Background: an optimization exercise with open tools, aiming at small area, a short achievable clock period and few clock cycles per item. Do not read the settings as production practice.

==> 06-15: inputs <==
// LWC
module LWC ( 
   do_data, pdi_ready, sdi_ready, do_valid, do_last,
   pdi_data, sdi_data, pdi_valid, sdi_valid, do_ready, clk, rst
   ) ;
   output [31:0] do_data;
   output        pdi_ready, sdi_ready;
   output        do_valid, do_last;
   input [31:0]  pdi_data, sdi_data;
   input         pdi_valid, sdi_valid, do_ready;
   input         clk, rst;
   localparam R = 2;
   localparam IDLE = 0,  KLD = 1,  KHD = 2,  KW  = 3,
              ADH  = 4,  ADS = 5,  ADT = 6,  NH  = 7,
              NW   = 8,  NWT = 9,  MH  = 10, MS  = 11,
              TH   = 12, TW  = 13, ST  = 14, VH  = 15,
              VW   = 16, VS  = 17;
   localparam NS = 18;
   localparam C_AD = 2'd0, C_N = 2'd1, C_M = 2'd2;
   reg [127:0] S, K, T3, NB, T2;
   reg [63:0]  Z;
   reg [NS-1:0] st;
   reg [1:0]   g;              
   reg [1:0]   wc;             
   reg [11:0]  hi;             
   reg [3:0]   lo;             
   reg         full, blast;    
   reg         dec, fail, sclr;
   reg         tpart;
   reg         busy, par;
   reg [5:0]   rc;
   reg [1:0]   ctype;
   reg [1:0]   twc;            
   reg         tth, ttw, tst, tvs;    
   wire [127:0] ks2a, ks3a, ks2, ks3, rout1, rout;
   wire [5:0]   rc2 = {rc[4:0], rc[5] ^ rc[4] ^ 1'b1};
   reg  [63:0]  rk;            
   wire         last_rnd;
   SkinnyRound RND1 (.X(S), .RK(rk), .RC(rc), .Y(rout1));
Settings: LEC_CHECK=0, ABC_AREA=1, CAP_MARGIN=20, CORE_MARGIN=2, CORE_UTILIZATION=55, SETUP_SLACK_MARGIN=1.0, SLEW_MARGIN=20; clock period 5.5 ns.
run.sh (not shown) runs the stock make flow with config.mk's settings and CLKGATE_MAP_FILE= SYNTH_SCRIPT=/design/flow/synth_recipe.tcl, a recipe that flattens the netlist after the stock synthesis.
==> inputs of 04-06, as changes to 06-15 <==
--- a/flow/design.v
+++ b/flow/design.v
@@ -143,18 +143,23 @@
    reg         full, blast;    
    reg         dec, fail, sclr;
    reg         tpart;
    reg         busy, par;
    reg [5:0]   rc;
    reg [1:0]   ctype;
    reg [1:0]   twc;            
+   reg [31:0]  od;             
+   reg         ov, ol;
+   assign do_data  = od;
+   assign do_valid = ov;
+   assign do_last  = ol;
    reg         tth, ttw, tst, tvs;    
    wire [127:0] ks2a, ks3a, ks2, ks3, rout1, rout;
    wire [5:0]   rc2 = {rc[4:0], rc[5] ^ rc[4] ^ 1'b1};
-   reg  [63:0]  rk;            
+   wire [63:0]  rk  = ((R == 1 && par) ? 64'h0 : Z) ^ T2[127:64] ^ T3[127:64];
    wire         last_rnd;
    SkinnyRound RND1 (.X(S), .RK(rk), .RC(rc), .Y(rout1));
    TKStep KA (.T2(T2), .T3(T3), .N2(ks2a), .N3(ks3a));
    generate
       if (R == 2) begin : TWO
          SkinnyRound RND2 (.X(rout1), .RK(ks2a[127:64] ^ ks3a[127:64]), .RC(rc2), .Y(rout));
          TKStep KB (.T2(ks2a), .T3(ks3a), .N2(ks2), .N3(ks3));
@@ -187,15 +192,15 @@
    wire [31:0] mask = {{8{bm[3]}}, {8{bm[2]}}, {8{bm[1]}}, {8{bm[0]}}};
    wire [31:0] pdo  = pdi_data ^ gofs;
    wire [31:0] wm   = (st[MS] & dec ? pdo : pdi_data) & mask;
    wire [31:0] w    = {wm[31:4], (w3 & ~full) ? lo : wm[3:0]};
    wire        g3 = (g == 2'd3);
    wire        ph = (g == wi);
    wire        can_start = ~busy | last_rnd;
-   wire        oready = do_ready;
+   wire        oready = ~ov | do_ready;    
    wire tbusy = tth | ttw | tst | tvs;
    wire adsok = st[ADS] & ~busy & ~tth & ph & (pdi_valid | ~off);
    wire tagok = ~ttw | (twc > wc) | ((twc == wc) & oready);
    wire x_ads = adsok & tagok;                                  
    wire x_adt = st[ADT] & ph & (pdi_valid | ~off);               
    wire x_nw  = st[NW] & ph & pdi_valid;                         
    wire x_ms  = st[MS] & ~busy & ph & (~off | (pdi_valid & oready));
@@ -213,17 +218,17 @@
                     | (st[MH] & ~tbusy & oready)
                     | (st[VW] & ~busy & ph);
    assign sdi_ready = st[KLD] | st[KHD] | (st[KW] & ph);
    wire sh   = x_ads | x_ms | x_tw | x_vw;            
    wire nbsh = x_adt | x_nw;
    wire endb = (x_ads | x_adt | x_nw | x_ms) & w3;    
    wire start = g3 & ((x_adt | x_ms | (x_nw & can_start)) | (st[NWT] & can_start));
-   assign do_valid = (st[MH] & ~tbusy & pdi_valid) | (st[MS] & ~busy & ph & off & pdi_valid)
+   wire   cvalid   = (st[MH] & ~tbusy & pdi_valid) | (st[MS] & ~busy & ph & off & pdi_valid)
                    | twok | tth | tst | tvs;
-   assign do_last  = tst | tvs;
+   wire   emit     = cvalid & oready;
    wire [3:0] inst = pdi_data[31:28];
    wire go_key = st[IDLE] & pdi_valid & (inst == 4'h7);
    wire go_op  = st[IDLE] & pdi_valid & (inst == 4'h2 || inst == 4'h3);
    reg [NS-1:0] stn;
    always @* begin
       stn = st;
       if (go_key) begin stn[IDLE] = 1'b0; stn[KLD] = 1'b1; end
@@ -238,45 +243,47 @@
       if (x_nw & w3) begin stn[NW] = 1'b0; stn[MH] = can_start; stn[NWT] = ~can_start; end
       if (st[NWT] & can_start & g3) begin stn[NWT] = 1'b0; stn[MH] = 1'b1; end
       if (x_mh) begin stn[MH] = 1'b0; stn[MS] = 1'b1; end
       if (x_ms & w3 & blast) begin stn[MS] = 1'b0; stn[VH] = dec; stn[IDLE] = ~dec; end
       if (st[VH] & pdi_valid) begin stn[VH] = 1'b0; stn[VW] = 1'b1; end
       if (x_vw & w3) begin stn[VW] = 1'b0; stn[IDLE] = 1'b1; end
    end
-   assign do_data    = tbusy ? (({32{tth}} & 32'h8300_0010)
+   wire [31:0] edata = tbusy ? (({32{tth}} & 32'h8300_0010)
                               | ({32{ttw}} & gofs)
                               | ({32{tst | tvs}} & {3'b111, tvs & fail, 28'h0}))
                      : (({32{st[MH]}} & {dec ? 8'h43 : 8'h5A, pdi_data[23:0]})
                               | ({32{st[MS]}} & pdo & mask));
    wire        zstepn = (x_ads | x_ms) & w3;
    wire [7:0]  zdom = last_rnd ? (tpart ? 8'd26 : 8'd24)
                     : st[ADS] ? (blast ? (full ? 8'd24 : 8'd26) : 8'd8)
                     : (blast ? (full ? 8'd20 : 8'd21) : 8'd4);
    wire [63:0] zsrc = last_rnd ? zrev : Z;
    wire [63:0] zstep;
    lfsr_gf56 CNT (.so(zstep), .si(zsrc[63:8]), .domain(zdom));
    localparam [63:0] ZINIT = 64'h0100_0000_0000_0000;
-   wire [127:0] t2_n, t3_n;
-   wire [63:0]  z_n = last_rnd ? ((ctype == C_AD) ? zstep : (ctype == C_N) ? ZINIT : zrev)
-                    : (busy & (R == 2 || par)) ? zp
-                    : zstepn ? zstep
-                    : (go_op & ~busy) ? ZINIT : Z;
-   wire         par_n = start ? 1'b0 : busy ? ~par : par;
    wire [127:0] nb_n = {NB[95:0], nbsh ? (st[ADT] ? w : pdi_data) : NB[127:96]};
    wire [127:0] k_n  = {K[95:0], x_kw ? sdi_data : K[127:96]};
-   assign t2_n = start ? nb_n : ks2;
-   assign t3_n = start ? k_n : ks3;
    always @(posedge clk) begin
       S <= busy ? rout : {S[95:0], (x_ads | x_ms) ? (((st[ADS] & sclr) ? 32'h0 : stop) ^ w) : stop};
-      T2 <= t2_n;
-      T3 <= t3_n;
-      rk <= ((R == 1) ? (par_n ? 64'h0 : z_n) : z_n) ^ t2_n[127:64] ^ t3_n[127:64];
+      if (emit) begin
+         od <= edata;
+         ol <= tst | tvs;
+      end
+      T2 <= start ? nb_n : ks2;
+      T3 <= start ? k_n : ks3;
       NB <= nb_n;
       K  <= k_n;
-      Z <= z_n;
+      if (last_rnd)
+        Z <= (ctype == C_AD) ? zstep : (ctype == C_N) ? ZINIT : zrev;
+      else if (busy & (R == 2 || par))
+        Z <= zp;
+      else if (zstepn)
+        Z <= zstep;
+      else if (go_op & ~busy)
+        Z <= ZINIT;
    end
    wire [11:0] hin  = pdi_data[15:4];
    wire [3:0]  lon  = pdi_data[3:0];
    wire        ldlen = (st[ADH] | st[MH]) & pdi_valid & (st[ADH] | oready);
    wire        endlen = (x_ads | x_adt | x_ms) & w3;
    always @(posedge clk) begin
       if (rst) begin
@@ -292,23 +299,26 @@
          full  <= 1'b0;
          blast <= 1'b1;
          dec   <= 1'b0;
          fail  <= 1'b0;
          sclr  <= 1'b0;
          tpart <= 1'b0;
          twc   <= 2'd0;
+         ov    <= 1'b0;
          tth   <= 1'b0;
          ttw   <= 1'b0;
          tst   <= 1'b0;
          tvs   <= 1'b0;
       end
       else begin
          st <= stn;
          g  <= g + 2'd1;
          if (x_ads | x_ms | x_vw | nbsh | x_kw) wc <= wc + 2'd1;
+         if (emit) ov <= 1'b1;
+         else if (do_ready) ov <= 1'b0;
          if (x_tw) twc <= twc + 2'd1;
          if (x_ms & w3 & blast & ~dec) tth <= 1'b1;
          else if (tth & oready) tth <= 1'b0;
          if (tth & oready) ttw <= 1'b1;
          else if (x_tw & (twc == 2'd3)) ttw <= 1'b0;
          if (x_tw & (twc == 2'd3)) tst <= 1'b1;
          else if (oready) tst <= 1'b0;
SETUP_SLACK_MARGIN = 2.0   (was 1.0)
==> comparison table <==
| metric | 06-15 | 04-06 |
|---|---|---|
| Run status | timing/DRC/antenna clean | timing/DRC/antenna clean |
| Antenna diode instance count | 6 | 5 |
| Final worst clock skew | 68.4 ps | 49.3 ps |
| EDFF count, synth | 0 | 97 |
| Detailed route wirelength on metal3 | 16600 um | 19700 um |
| Area added between synthesis and finish | 12.6% | 21.1% |
| Hold wc startpoint | K[61] | K[39] |
| Share of synthesized cell area in full adder, half adder and majority cells | 0.316% | 0.312% |
| Number of buffers added for setup after CTS | 0 | 44 |
| Time the worst path needs with I/O delays and setup | 4420 ps | 3540 ps |
| Mux cell area share after synthesis | 0.0252% | 0.0531% |
| Metal2 WL | 73700 um | 71600 um |
| Relative area of non-clock buffer cells in the final design | 3.21% | 5.24% |
| GR Util met1 | 53.3% | 56.8% |
| CP Data Required Time | 4400 ps | 5970 ps |
| Count of state elements after synthesis | 823 | 793 |
| Layout cells sized above 1 | 7.31% | 16.5% |
| Beginning of the critical path | tvs | S[106] |
No functional check of the RTL was part of any run of this note.

==> afterwards: timing with drivers on the ports <==
Ports are ideal in the flow. The routed layouts listed here were re-timed in OpenROAD.
Step 1 assumes that a clkbuf_16 drives the clock port and a buf_2 every other input.
Step 2 times the ports against the registers' clock, not the clock port: input delays grow and output delays shrink by t, the midpoint of the rising clock arrivals with the driver on.
Three values: ideal, step 1, step 2; two values: the first two.
run | t (ns) | setup slack, ns | worst data-port slew with drivers (ns)
06-15 | 0.733 | 1.081 / 1.013 / 0.769 | 0.06
04-06 | 0.738 | 1.956 / 1.956 / 1.396 | 0.05
After both steps setup and hold are still met in every run listed. The setup slack of 04-06, which loses most, moves by 0.000 ns with the drivers and by -0.560 ns with both steps.
